Source: an optimization exercise on an open RTL-to-GDS flow (aim: small area and a short achievable clock period). Production flows keep margins and buffers that such runs may drop.
RTL that was checked went through simulation tests only; none was proved equivalent to the original.
Power figures rest on the tool's default switching activity, not on a simulated workload.

== north ==
==> flow/design.v <==
module lcm_32(
    input wire [32-1:0] ina, inb,
    input wire clk,
    input wire rst_n,
    output wire [64-1:0] result,
    output reg ready_n);
    reg        gcd_ph, div_ph, mul_ph;    
    reg [31:0] u, v, w;
    reg [5:0]  cnt;
    reg        rst_q;
    wire [31:0] y   = mul_ph ? (v & {32{w[0]}}) : ({~v[31:1], 1'b1} & {32{u[0]}});
    wire [32:0] a   = {1'b0, u} + {1'b0, y};
    wire [31:0] ash = {a[32] & mul_ph, a[31:1]};
    assign result = {u, w};
    always @(posedge clk) begin
        rst_q <= rst_n;
        if (!rst_n || !rst_q)
            ready_n <= 1'b1;
        else if (mul_ph && cnt == 6'd1)
            ready_n <= 1'b0;
    end
    always @(posedge clk) begin
        if (!rst_q) begin
            gcd_ph  <= 1'b1;
            div_ph  <= 1'b0;
            mul_ph  <= 1'b0;
            u       <= ina;
            v       <= inb;
            cnt     <= 6'd0;
        end else if (gcd_ph) begin
            if (u == 32'd0) begin
                u      <= ina;
                cnt[5] <= 1'b1;
                gcd_ph <= 1'b0;
                div_ph <= 1'b1;
            end else if (!u[0]) begin
                u <= ash;
                if (!v[0]) begin
                    v   <= v >> 1;
                    cnt <= cnt + 6'd1;
                end
            end else if (!v[0]) begin
                v <= v >> 1;
            end else if (a[32]) begin  
                u <= ash;
            end else begin
                u <= v;
                v <= u;
            end
        end else if (div_ph) begin
            u   <= ash;
            w   <= {u[0], w[31:1]};
            cnt <= cnt - 6'd1;
            if (cnt == 6'd1) begin
                v      <= inb;
                cnt    <= 6'd32;
                div_ph <= 1'b0;
                mul_ph <= 1'b1;
            end
        end else if (mul_ph) begin
            u   <= ash;
            w   <= {a[0], w[31:1]};
            cnt <= cnt - 6'd1;
            if (cnt == 6'd1) mul_ph <= 1'b0;
        end
    end
endmodule
export LEC_CHECK = 0
export CAP_MARGIN = 20
export CORE_MARGIN = 2
export CORE_UTILIZATION = 40
export SLEW_MARGIN = 20
create_clock -name core_clock -period 10.0 [get_ports {clk}]
standard.sh (not shown) runs the stock make flow with config.mk's settings and CLKGATE_MAP_FILE= SYNTH_SCRIPT=/design/flow/synth_recipe.tcl, a recipe that flattens the netlist after the stock synthesis.
==> flow/flow/run.sh <==
#!/bin/bash
# The standard layout (standard.sh: the standard flow's synthesis and the ORFS steps, with
# the design's constraints unchanged), with two settings changed:
#  - ORFS's timing repair is asked to leave a setup margin, so that it also
#    works the paths that already meet the design's clock period;
#  - the buffer put on every input and output port is buf_1.
# standard.sh's full output goes to standard_flow.log.
set -euo pipefail
MARGIN=${MARGIN:-6.7}
bash standard.sh \
    SETUP_SLACK_MARGIN=$MARGIN \
    TNS_END_PERCENT=100 \
    "BUFFER_PORTS_ARGS=-buffer_cell sky130_fd_sc_hd__buf_1" \
    finish > standard_flow.log 2>&1
For south, these inputs were changed with respect to north:
==> flow/design.v <==
module lcm_32(
    input wire [32-1:0] ina, inb,
    input wire clk,
    input wire rst_n,
    output wire [64-1:0] result,
    output reg ready_n);
    reg        gcd_ph, div_ph, mul_ph;    
    reg [31:0] u, v, w;
    reg [5:0]  cnt;
    wire [31:0] y   = mul_ph ? (v & {32{w[0]}}) : (~v & {32{u[0]}});
    wire        cin = ~mul_ph & u[0];
    wire [32:0] a   = {1'b0, u} + {1'b0, y} + {32'd0, cin};
    wire [31:0] ash = {a[32] & mul_ph, a[31:1]};
    assign result = {u, w};
    always @(posedge clk) begin
        if (!rst_n) begin
            gcd_ph  <= 1'b1;
            div_ph  <= 1'b0;
            mul_ph  <= 1'b0;
            u       <= ina;
            v       <= inb;
            cnt     <= 6'd0;
            ready_n <= 1'b1;
        end else if (gcd_ph) begin
            if (u == 32'd0) begin
                u      <= ina;
                cnt[5] <= 1'b1;
                gcd_ph <= 1'b0;
                div_ph <= 1'b1;
            end else if (!u[0]) begin
                u <= ash;
                if (!v[0]) begin
                    v   <= v >> 1;
                    cnt <= cnt + 6'd1;
                end
            end else if (!v[0]) begin
                v <= v >> 1;
            end else if (a[32]) begin  
                u <= ash;
            end else begin
                u <= v;
                v <= u;
            end
        end else if (div_ph) begin
            u   <= ash;
            w   <= {u[0], w[31:1]};
            cnt <= cnt - 6'd1;
            if (cnt == 6'd1) begin
                v      <= inb;
                cnt    <= 6'd32;
                div_ph <= 1'b0;
                mul_ph <= 1'b1;
            end
        end else if (mul_ph) begin
            u   <= ash;
            w   <= {a[0], w[31:1]};
            cnt <= cnt - 6'd1;
            if (cnt == 6'd1) begin
                mul_ph  <= 1'b0;
                ready_n <= 1'b0;
            end
        end
    end
endmodule
Global-route usage (lower): south. The die area number comes out higher for north vs south. Going from north to south, total power saw a decrease; final routed wirelength across all metal layers shrank by about 2.4%; proportion of cell area occupied by multi-input gates has increased; per-cell routed wire length flat. Looking at north and south, the number of failing setup endpoints in the final timing report is a wash. Summary of south over north: largest fanout on the critical path shows an increase of 16; delay of the slowest cell on the worst path shows a reduction of 40 ps.
Only the layout flow was run in north; the RTL was not checked for function there.

afterwards: timing with drivers on the ports:
No port has a modelled driver above. Below, the same layouts with a new extraction and two added sets of constraints.
Step 1: set_driving_cell puts a clkbuf_16 on clk and a buf_2 on each other input, an assumption about the parent block.
Step 2 times the ports against the registers' clock, not the clock port: input delays grow and output delays shrink by t, the midpoint of the rising clock arrivals with the driver on.
a / b / c = ideal ports / drivers / drivers and shift; a / b = the first two.
| run | t (ns) | slack for setup (ns) | latest minus earliest clock arrival (ns) |
|---|---|---|---|
| north | 0.406 | 6.436 / 6.436 / 6.436 | 0.014 / 0.013 |
| south | 0.394 | 6.418 / 6.418 / 6.318 | 0.012 / 0.013 |
After both steps every run listed still meets setup and hold. For south, which loses most, drivers alone change the setup slack by 0.000 ns; drivers and shift together by -0.100 ns.
